This is an optimization exercise on Yosys and OpenROAD, whose aim is small area, not a production implementation. Function was checked by simulation only, so behaviour that the tests miss may differ from the original. Power and IR drop assume default switching activity.

==> flow/design.v <==
module cpsd_top
  #(parameter DATA_WIDTH = 16)
  (
    input rstn,
    input en,
    input clk,
    input start,
    input [DATA_WIDTH - 1 : 0] xin,
    input [DATA_WIDTH - 1 : 0] max,
    input qrs,
    output normal,
    output AF,
    output VF,
    output [DATA_WIDTH - 1 : 0] cpsd
  );
  localparam DL = 36;    
  localparam KW = 10;    
  localparam NC = 49;    
  integer i;
  function [15:0] add16;
    input [15:0] a;
    input [15:0] b;
    input ci;
    integer n;
    reg cy;
    begin
      cy = ci;
      for (n = 0; n < 16; n = n + 1)
      begin
        add16[n] = a[n] ^ b[n] ^ cy;
        cy = (a[n] & b[n]) | (a[n] & cy) | (b[n] & cy);
      end
    end
  endfunction
  function [15:0] inc16;
    input [15:0] a;
    integer n;
    reg cy;
    begin
      cy = 1'b1;
      for (n = 0; n < 16; n = n + 1)
      begin
        inc16[n] = a[n] ^ cy;
        cy = a[n] & cy;
      end
    end
  endfunction
  reg [15:0] dl [0 : DL - 6];
  reg [17:0] zl [0 : 4];
  always @(posedge clk)
  begin
    if (en)
    begin
      dl[0] <= xin;
      for (i = 1; i < DL - 5; i = i + 1)
        dl[i] <= dl[i - 1];
      zl[0] <= zvq[18:1];
      for (i = 1; i < 5; i = i + 1)
        zl[i] <= zl[i - 1];
    end
  end
  reg [5:0] vcnt;
  always @(posedge clk or negedge rstn)
  begin
    if (!rstn)
      vcnt <= 0;
    else if (en && vcnt != DL)
      vcnt <= inc16({10'd0, vcnt});
  end
  wire vy_valid = vcnt[5] | (&vcnt[4:0]);    
  wire vx_valid = (vcnt == DL);
  function [18:0] add19;    
    input [18:0] a;
    input [18:0] b;
    input ci;
    integer n;
    reg cy;
    begin
      cy = ci;
      for (n = 0; n < 19; n = n + 1)
      begin
        add19[n] = a[n] ^ b[n] ^ cy;
        cy = (a[n] & b[n]) | (a[n] & cy) | (b[n] & cy);
      end
    end
  endfunction
  function gt18;            
    input [17:0] a;
    input [17:0] b;
    integer n;
    reg cy;
    begin
      cy = 1'b0;
      for (n = 0; n < 18; n = n + 1)
        cy = (a[n] & ~b[n]) | (a[n] & cy) | (~b[n] & cy);
      gt18 = cy;
    end
  endfunction
  wire [14:0] m = max[14:0];
  wire [18:0] t1 = {4'b0, m};                                   
  wire [18:0] t3 = add19({3'b0, m, 1'b1}, {4'b0, m}, 1'b1);     
  wire [18:0] t5 = add19({2'b0, m, 2'b11}, {4'b0, m}, 1'b1);    
  wire m_lt4 = (m[14:2] == 0);
  wire m_lt12 = (m[14:4] == 0) && !(m[3] && m[2]);
  wire [2:0] qm = (m == 0) ? 3'd0 : (m == 1) ? 3'd3 : m_lt4 ? 3'd4 :
                  m_lt12 ? 3'd5 : 3'd6;                         
  function [18:0] zv;
    input [15:0] x;
    reg [18:0] x19, z;
    begin
      x19 = {{3{x[15]}}, x};
      z = add19({x19[16:0], 2'b00}, add19({x19[17:0], 1'b0}, 19'h7fff9, 1'b0), 1'b0);
      zv = {z[18], z[17:0] ^ {18{z[18]}}};
    end
  endfunction
  function [2:0] quant;
    input [18:0] sv;
    input [18:0] t1, t3, t5;
    input [2:0] qm;
    reg [1:0] n;
    reg [2:0] qc;
    begin
      n[1] = gt18(sv[17:0], t3[17:0]);
      n[0] = gt18(sv[17:0], n[1] ? t5[17:0] : t1[17:0]);
      qc = sv[18] ? 3'd3 - n : 3'd3 + n;
      quant = (qc < qm) ? qc : qm;
    end
  endfunction
  wire [2:0] q0 = quant({1'b1, 18'd6}, t1, t3, t5, qm);    
  wire [18:0] zvq = zv(dl[DL - 6]);
  wire [2:0] qy_n = vy_valid ? quant(zvq, t1, t3, t5, qm) : q0;
  wire [2:0] qx_n = vx_valid ? quant({zl[4], !zl[4][17]}, t1, t3, t5, qm) : q0;
  reg [2:0] qa;    
  reg [2:0] qb;    
  always @(posedge clk or negedge rstn)
  begin
    if (!rstn)
    begin
      qa <= 0;
      qb <= 0;
    end
    else if (en)
    begin
      qa <= qy_n;
      qb <= qx_n;
    end
  end
  reg [10:0] c;
  wire test = (c == 11'd1602);
  always @(posedge clk or negedge rstn)
  begin
    if (!rstn)
      c <= 0;
    else if (en)
    begin
      if (c == 0)
      begin
        if (start)
          c <= 1;
      end
      else if (!test)
        c <= inc16({5'd0, c});
    end
  end
  reg cv1_flag;
  always @(posedge clk or negedge rstn)
  begin
    if (!rstn)
      cv1_flag <= 1'b1;
    else if (en && test && qrs)
      cv1_flag <= 1'b0;
  end
  reg kpend;       
  reg rvalid;      
  reg [7:0] klo [0 : NC - 1];
  reg [5:0] ksa [0 : 2];
  reg [1:0] ksh [0 : 2];
  reg [7:0] rlo [0 : NC - 1];
  reg [5:0] rsa [0 : 2];
  reg [1:0] rsh [0 : 2];
  wire [5:0] qab = {qa, qb};
  reg [NC - 1 : 0] sel;
  reg [7:0] kloA;
  reg [7:0] rloA;
  always @(*)
  begin
    kloA = 8'd0;
    rloA = 8'd0;
    for (i = 0; i < NC; i = i + 1)
    begin
      sel[i] = (qa == i / 7) && (qb == i % 7);
      kloA = kloA | (klo[i] & {8{sel[i]}});
      rloA = rloA | (rlo[i] & {8{sel[i]}});
    end
  end
  wire [2:0] kmatch;
  wire [2:0] rmatch;
  genvar g;
  generate
    for (g = 0; g < 3; g = g + 1)
    begin : slot_match
      assign kmatch[g] = (ksh[g] != 0) && (ksa[g] == qab);
      assign rmatch[g] = (rsh[g] != 0) && (rsa[g] == qab);
    end
  endgenerate
  wire [1:0] khA = (kmatch[0] ? ksh[0] : 2'd0) | (kmatch[1] ? ksh[1] : 2'd0) |
                   (kmatch[2] ? ksh[2] : 2'd0);
  wire [1:0] rhA = (rmatch[0] ? rsh[0] : 2'd0) | (rmatch[1] ? rsh[1] : 2'd0) |
                   (rmatch[2] ? rsh[2] : 2'd0);
  wire [KW - 1 : 0] kA = kpend ? {KW{1'b0}} : {khA, kloA};
  wire [KW - 1 : 0] rA = rvalid ? {rhA, rloA} : {KW{1'b0}};
  wire [KW - 1 : 0] kN = inc16({6'd0, kA});
  wire [KW : 0] e = add16({5'd0, rA}, ~{5'd0, kA}, 1'b1);
  wire k0 = (kA == 0);
  wire thr_fall = !k0 && (e == 3);
  wire thr_rise = (k0 && rA[KW - 1 : 2] != 0) || (e == {(KW + 1){1'b1}} - 1'b1);
  wire nz_inc = (k0 && rA != 1) || (e == 0);
  wire nz_dec = !k0 && (e == 1);
  reg [6:0] cnt;
  wire [5:0] thr = cnt[5:0];
  wire copy = !test && qrs && (thr == 0);
  always @(posedge clk or negedge rstn)
  begin
    if (!rstn)
    begin
      kpend <= 1'b1;
      rvalid <= 1'b0;
    end
    else if (en)
    begin
      kpend <= 1'b0;
      if (copy)
        rvalid <= !kpend;
    end
  end
  wire kclr = qrs || kpend;
  wire [7:0] wbus = kclr ? 8'd0 : kN[7:0];
  wire wrap = !kclr && (kloA == 8'hff);
  wire [2:0] kfree = {ksh[2] == 0, ksh[1] == 0, ksh[0] == 0};
  wire [2:0] kalloc = (kmatch != 0) ? 3'b000 :
                      kfree[0] ? 3'b001 : kfree[1] ? 3'b010 : kfree[2] ? 3'b100 : 3'b000;
  always @(posedge clk)
  begin
    if (en)
    begin
      for (i = 0; i < NC; i = i + 1)
      begin
        if (kclr || sel[i])
          klo[i] <= (i == 0) ? (wbus | {7'd0, kpend && !qrs}) : wbus;
        if (copy)
          rlo[i] <= klo[i];
      end
      for (i = 0; i < 3; i = i + 1)
      begin
        if (kclr)
          ksh[i] <= 2'd0;
        else if (wrap && kmatch[i])
          ksh[i] <= ksh[i] + 1'b1;
        else if (wrap && kalloc[i])
        begin
          ksh[i] <= 2'd1;
          ksa[i] <= qab;
        end
        if (copy)
        begin
          rsh[i] <= ksh[i];
          rsa[i] <= ksa[i];
        end
      end
    end
  end
  wire [6:0] nz = cnt;
  reg [5:0] nq;
  reg [5:0] cv1m1;       
  reg cv1neg;
  reg [5:0] cvq;         
  reg [5:0] cpsd_r;
  wire nz0 = (nz == 0);
  wire nwrap = test && !cv1_flag && !cv1neg && (nz[5:0] == cv1m1);
  wire nborrow = test && !cv1_flag && nz0;
  wire cinc = test ? nz_inc : thr_fall;
  wire cdec = test ? nz_dec : (thr_rise && thr != 0);
  always @(posedge clk or negedge rstn)
  begin
    if (!rstn)
      cnt <= 0;
    else if (en)
    begin
      if (qrs || c == 11'd1601)
        cnt <= 0;
      else if (cinc)
        cnt <= nwrap ? 7'd0 : inc16({9'd0, cnt});
      else if (cdec)
        cnt <= nborrow ? {1'b0, cv1m1} : add16({9'd0, cnt}, 16'hffff, 1'b0);
    end
  end
  always @(posedge clk or negedge rstn)
  begin
    if (!rstn)
      nq <= 0;
    else if (en && test)
    begin
      if (qrs)
        nq <= 0;
      else if (nz_inc && nwrap)
        nq <= inc16({10'd0, nq});
      else if (nz_dec && nborrow)
        nq <= add16({10'd0, nq}, 16'hffff, 1'b0);
    end
  end
  always @(posedge clk or negedge rstn)
  begin
    if (!rstn)
    begin
      cv1m1 <= 6'd0;
      cv1neg <= 1'b0;
      cvq <= 6'd0;
    end
    else if (en && test && qrs)
    begin
      if (cv1_flag)
      begin
        cv1neg <= nz[6];
        cv1m1 <= nz0 ? 6'd0 : add16({10'd0, nz[5:0]}, 16'hffff, 1'b0);
      end
      else
        cvq <= nq;
    end
  end
  always @(posedge clk or negedge rstn)
  begin
    if (!rstn)
      cpsd_r <= 0;
    else if (en && !cv1_flag && qrs)
      cpsd_r <= cvq;
  end
  assign cpsd = {10'd0, cpsd_r};
  wire act = rstn && en;
  wire le5 = (cpsd_r[5:3] == 0) && !(cpsd_r[2] && cpsd_r[1]);
  wire gt10 = (cpsd_r[5:4] != 0) || (cpsd_r[3] && (cpsd_r[2] || (cpsd_r[1] && cpsd_r[0])));
  assign normal = act && le5;
  assign AF = act && !le5 && !gt10;
  assign VF = act && gt10;
endmodule
export LEC_CHECK = 0
export ABC_AREA = 1
export CAP_MARGIN = 20
export CORE_MARGIN = 2
export CORE_UTILIZATION = 55
export CTS_BUF_LIST = sky130_fd_sc_hd__clkbuf_8
export CTS_CLUSTER_DIAMETER = 60
export CTS_CLUSTER_SIZE = 16
export PLACE_DENSITY = 0.65
export SLEW_MARGIN = 20
create_clock -name core_clock -period 120.0 [get_ports {clk}]
standard.sh (not shown) runs the stock make flow with config.mk's settings and CLKGATE_MAP_FILE= SYNTH_SCRIPT=/design/flow/synth_recipe.tcl, a recipe that flattens the netlist after the stock synthesis.
==> flow/flow/run.sh <==
#!/bin/bash
# Own layout flow: the standard flow (standard.sh) with three changes.
#  1. Technology mapping: ABC maps the logic with an area-oriented script
#     (flow/abc_map.script) instead of the default one. Everything before
#     that step is the standard synthesis, so the registers are the same.
#  2. Clock tree: leaf clusters of up to 16 sinks driven by clkbuf_8, and no
#     dummy loads.
#  3. Port buffers: buf_1 instead of the default delay buffer.
#  4. No separate full/half-adder extraction before ABC (ADDER_MAP_FILE
#     empty): ABC maps the adders with the rest of the logic.
# Each tool's output goes to its own log: flow_make.log (make), and ORFS's
# per-step logs under orfs/logs.
set -euo pipefail
W=$(pwd)
ORIG=$(grep -o 'SYNTH_SCRIPT=[^ ]*' standard.sh | head -1 | cut -d= -f2 | tr -d "'")
cat > "$W/own_synth.tcl" <<EOF
proc abc {args} {
  set i [lsearch -exact \$args -script]
  if {\$i >= 0} { lset args [expr {\$i + 1}] $W/flow/abc_map.script }
  yosys abc {*}\$args
}
source $ORIG
EOF
bash standard.sh \
  "SYNTH_SCRIPT=$W/own_synth.tcl" \
  "CTS_ARGS=-sink_clustering_enable -repair_clock_nets -sink_clustering_size 16 -sink_clustering_max_diameter 60 -buf_list sky130_fd_sc_hd__clkbuf_8 -dont_use_dummy_load" \
  "BUFFER_PORTS_ARGS=-buffer_cell sky130_fd_sc_hd__buf_1" \
  "ADDER_MAP_FILE=" \
  finish > "$W/flow_make.log" 2>&1
==> flow/flow/abc_map.script <==
strash
dc2
dc2
&get -n
&dch -f
&nf -a -R 1000
&put
Edit:
--- a/flow/design.v
+++ b/flow/design.v
@@ -98,14 +98,12 @@
   endfunction
   wire [14:0] m = max[14:0];
   wire [18:0] t1 = {4'b0, m};                                   
   wire [18:0] t3 = add19({3'b0, m, 1'b1}, {4'b0, m}, 1'b1);     
   wire [18:0] t5 = add19({2'b0, m, 2'b11}, {4'b0, m}, 1'b1);    
-  wire m_lt4 = (m[14:2] == 0);
-  wire m_lt12 = (m[14:4] == 0) && !(m[3] && m[2]);
-  wire [2:0] qm = (m == 0) ? 3'd0 : (m == 1) ? 3'd3 : m_lt4 ? 3'd4 :
-                  m_lt12 ? 3'd5 : 3'd6;                         
+  wire [2:0] qm = (m == 0) ? 3'd0 : (m == 1) ? 3'd3 : (m < 4) ? 3'd4 :
+                  (m < 12) ? 3'd5 : 3'd6;                       
   function [18:0] zv;
     input [15:0] x;
     reg [18:0] x19, z;
     begin
       x19 = {{3{x[15]}}, x};
After rerunning: Sequential power rose by about 2%. Final cell count grows by 0.81%. Global-route usage rose by 0.19 points. Worst hold slack improves by 86 ps. Utilization hardly moves. Non-clock buffer count increases by 2. Sequential cell count stays the same. Worst setup slack got worse by 49 ps.

## what the ideal ports hide
The flow's constraints put no driver on any port. The routed layouts listed below were extracted and timed again, unchanged, in two steps.
Step 1 assumes that a clkbuf_16 drives the clock port and a buf_2 every other input.
Step 2 moves the port delays by t, midway between the first and last clock arrival at a register: inputs arrive t later, outputs are due t later. That takes back most of the time a late clock gives input paths.
Three values: no drivers, after step 1, after step 2; two values: the first two.
| run | t (ns) | slack for setup (ns) | worst setup path at the end | clock arrival spread, ns | cell pins on the clock port's net |
|---|---|---|---|---|---|
| the first run | 0.832 | 70.769 / 70.746 / 70.746 | input to output | 0.148 / 0.148 | 1 |
| the second run | 0.818 | 70.721 / 70.695 / 70.695 | input to output | 0.124 / 0.124 | 1 |
After both steps every run listed still meets setup and hold. For the second run, which loses most, drivers alone change the setup slack by -0.026 ns; drivers and shift together by -0.026 ns.
